This is an optimization exercise on Yosys and OpenROAD, whose aim is small area, not a production implementation. Where RTL was checked, it was by simulation tests only, not by an equivalence proof against the original.

06-14:
==> flow/design.v (excerpt) <==
module mulNbit(a, b, clk, cin, rst, sum, cout);
	parameter N = 32;
	input [N-1:0] a, b;
	input cin, clk, rst;
	output reg [N-1:0] sum;
	output reg cout;
  ...
Size: about 1000 cells after synthesis.
Settings: LEC_CHECK=0, CAP_MARGIN=10, CORE_MARGIN=2, CORE_UTILIZATION=60, CTS_BUF_LIST=sky130_fd_sc_hd__clkbuf_4 sky130_fd_sc_hd__clkbuf_8, GPL_TIMING_DRIVEN=0, PLACE_DENSITY=0.8, SETUP_SLACK_MARGIN=0.05, SLEW_MARGIN=10, SYNTH_HIERARCHICAL=1, SYNTH_MINIMUM_KEEP_SIZE=0; clock period 8.5 ns.
standard.sh (not shown) runs the stock make flow with config.mk's settings and CLKGATE_MAP_FILE= SYNTH_SCRIPT=/design/flow/synth_recipe.tcl, a recipe that flattens the netlist after the stock synthesis.
==> flow/flow/run.sh <==
#!/bin/bash
# The standard layout (standard.sh) with two changes:
#  - after the standard synthesis, every combinational cell is set to the
#    smallest drive strength of its family (flow/downsize.py); the resizer
#    in placement, CTS and routing upsizes what timing needs;
#  - the port buffers are the smallest buffer cell.
set -euo pipefail
ARGS=(BUFFER_PORTS_ARGS="-buffer_cell sky130_fd_sc_hd__buf_1")
R=orfs/results/sky130hd/mulNbit/base
bash standard.sh "${ARGS[@]}" synth > synth.log 2>&1
cp $R/1_2_yosys.v 1_2_yosys.standard.v
python3 flow/downsize.py "$FLOW_HOME/platforms/sky130hd/lib/sky130_fd_sc_hd__tt_025C_1v80.lib" $R/1_2_yosys.v > downsize.log 2>&1
rm -f $R/1_synth.odb $R/1_synth.sdc
bash standard.sh "${ARGS[@]}" finish > standard.log 2>&1
Other scripts of this flow, unchanged in this note and not shown: flow/flow/downsize.py
06-14 reached the final stage; the timing, DRC and antenna checks on its layout passed.
Modified inputs, 01-10 compared to 06-14
--- a/flow/design.v
+++ b/flow/design.v
@@ -809,45 +809,45 @@
   assign P1030 = P978 & P1024;
   assign G1031 = G979 | (P980 & G1023);
   assign P1032 = P980 & P1024;
   assign G1033 = G1001 | (P1002 & G1023);
   assign P1034 = P1002 & P1024;
   assign G1035 = G1003 | (P1004 & G1023);
   assign P1036 = P1004 & P1024;
   assign G1037 = G1005 | (P1006 & G1023);
   assign P1038 = P1006 & P1024;
   assign G1039 = G1007 | (P1008 & G1023);
   assign P1040 = P1008 & P1024;
-  bxor u_sum9 (.a(p914), .b(1'b0), .y(sum1041));
-  bxor u_sum10 (.a(p916), .b(G937), .y(sum1042));
-  bxor u_sum11 (.a(s480), .b(G961), .y(sum1043));
-  bxor u_sum12 (.a(p918), .b(G963), .y(sum1044));
-  bxor u_sum13 (.a(s502), .b(G985), .y(sum1045));
-  bxor u_sum14 (.a(p920), .b(G987), .y(sum1046));
-  bxor u_sum15 (.a(s528), .b(G989), .y(sum1047));
-  bxor u_sum16 (.a(p922), .b(G991), .y(sum1048));
-  bxor u_sum17 (.a(s558), .b(G1009), .y(sum1049));
-  bxor u_sum18 (.a(p924), .b(G1011), .y(sum1050));
-  bxor u_sum19 (.a(s592), .b(G1013), .y(sum1051));
-  bxor u_sum20 (.a(p926), .b(G1015), .y(sum1052));
-  bxor u_sum21 (.a(s630), .b(G1017), .y(sum1053));
-  bxor u_sum22 (.a(p928), .b(G1019), .y(sum1054));
-  bxor u_sum23 (.a(s672), .b(G1021), .y(sum1055));
-  bxor u_sum24 (.a(p930), .b(G1023), .y(sum1056));
-  bxor u_sum25 (.a(s718), .b(G1025), .y(sum1057));
-  bxor u_sum26 (.a(p932), .b(G1027), .y(sum1058));
-  bxor u_sum27 (.a(s768), .b(G1029), .y(sum1059));
-  bxor u_sum28 (.a(p934), .b(G1031), .y(sum1060));
-  bxor u_sum29 (.a(s822), .b(G1033), .y(sum1061));
-  bxor u_sum30 (.a(p936), .b(G1035), .y(sum1062));
-  bxor u_sum31 (.a(s880), .b(G1037), .y(sum1063));
+  assign sum1041 = p914 ^ 1'b0;
+  assign sum1042 = p916 ^ G937;
+  assign sum1043 = s480 ^ G961;
+  assign sum1044 = p918 ^ G963;
+  assign sum1045 = s502 ^ G985;
+  assign sum1046 = p920 ^ G987;
+  assign sum1047 = s528 ^ G989;
+  assign sum1048 = p922 ^ G991;
+  assign sum1049 = s558 ^ G1009;
+  assign sum1050 = p924 ^ G1011;
+  assign sum1051 = s592 ^ G1013;
+  assign sum1052 = p926 ^ G1015;
+  assign sum1053 = s630 ^ G1017;
+  assign sum1054 = p928 ^ G1019;
+  assign sum1055 = s672 ^ G1021;
+  assign sum1056 = p930 ^ G1023;
+  assign sum1057 = s718 ^ G1025;
+  assign sum1058 = p932 ^ G1027;
+  assign sum1059 = s768 ^ G1029;
+  assign sum1060 = p934 ^ G1031;
+  assign sum1061 = s822 ^ G1033;
+  assign sum1062 = p936 ^ G1035;
+  assign sum1063 = s880 ^ G1037;
   assign sum1064 = x912 ^ G1039;
   assign prod[0] = pp111;
   assign prod[1] = s416;
   assign prod[2] = s418;
   assign prod[3] = s422;
   assign prod[4] = s426;
   assign prod[5] = s432;
   assign prod[6] = s438;
   assign prod[7] = s446;
   assign prod[8] = s454;
   assign prod[9] = sum1041;
@@ -881,23 +881,23 @@
 endmodule
 module ainv(x, y);
 	input x;
 	output y;
 	assign y = ~x;
 endmodule
 module ainvr(x, r, y);
 	input x, r;
 	output y;
 	assign y = ~(x & r);
 endmodule
-module bxor(a, b, y);   
+module bxor(a, b, y);
 	input a, b;
 	output y;
 	assign y = a ^ b;
 endmodule
 module bxnor(a, b, y);
 	input a, b;
 	output y;
 	assign y = ~(a ^ b);
 endmodule
 module btwon(one, t, twon);
 	input one, t;
### Flow results
Going from 06-14 to 01-10, average vias per placed instance shrank by a few percent. 01-10: all stages complete, timing, DRC and antenna checks passed. Diff 06-14 -> 01-10: routed wire length lost about 5.3%; achievable frequency roughly the same; number of optimization iterations in the first detailed-route pass lower.
Function not checked in 06-14: the RTL went through the layout flow alone.

## port drivers added, routing unchanged
The results above use ideal ports. As a check the final layouts listed here were re-extracted and re-timed, cells and wires unchanged. Step 1, drivers: a clkbuf_16 drives clk and a buf_2 each remaining input, both assumed. Step 2 times the ports against the registers' clock, not the clock port: input delays grow and output delays shrink by t, the midpoint of the rising clock arrivals with the driver on. a / b / c = ideal / step 1 / step 2; a / b = the first two.
| run | shift t [ns] | setup slack, ns | clock arrival spread, ns |
|---|---|---|---|
| 06-14 | 0.354 | 0.296 / 0.305 / -0.049 | 0.028 / 0.028 |
| 01-10 | 0.361 | 0.312 / 0.319 / -0.042 | 0.011 / 0.011 |
Met with ideal ports but missed after step 2: setup timing in 06-14 and 01-10. The setup slack of 01-10, which loses most, moves by +0.007 ns with the drivers and by -0.354 ns with both steps.
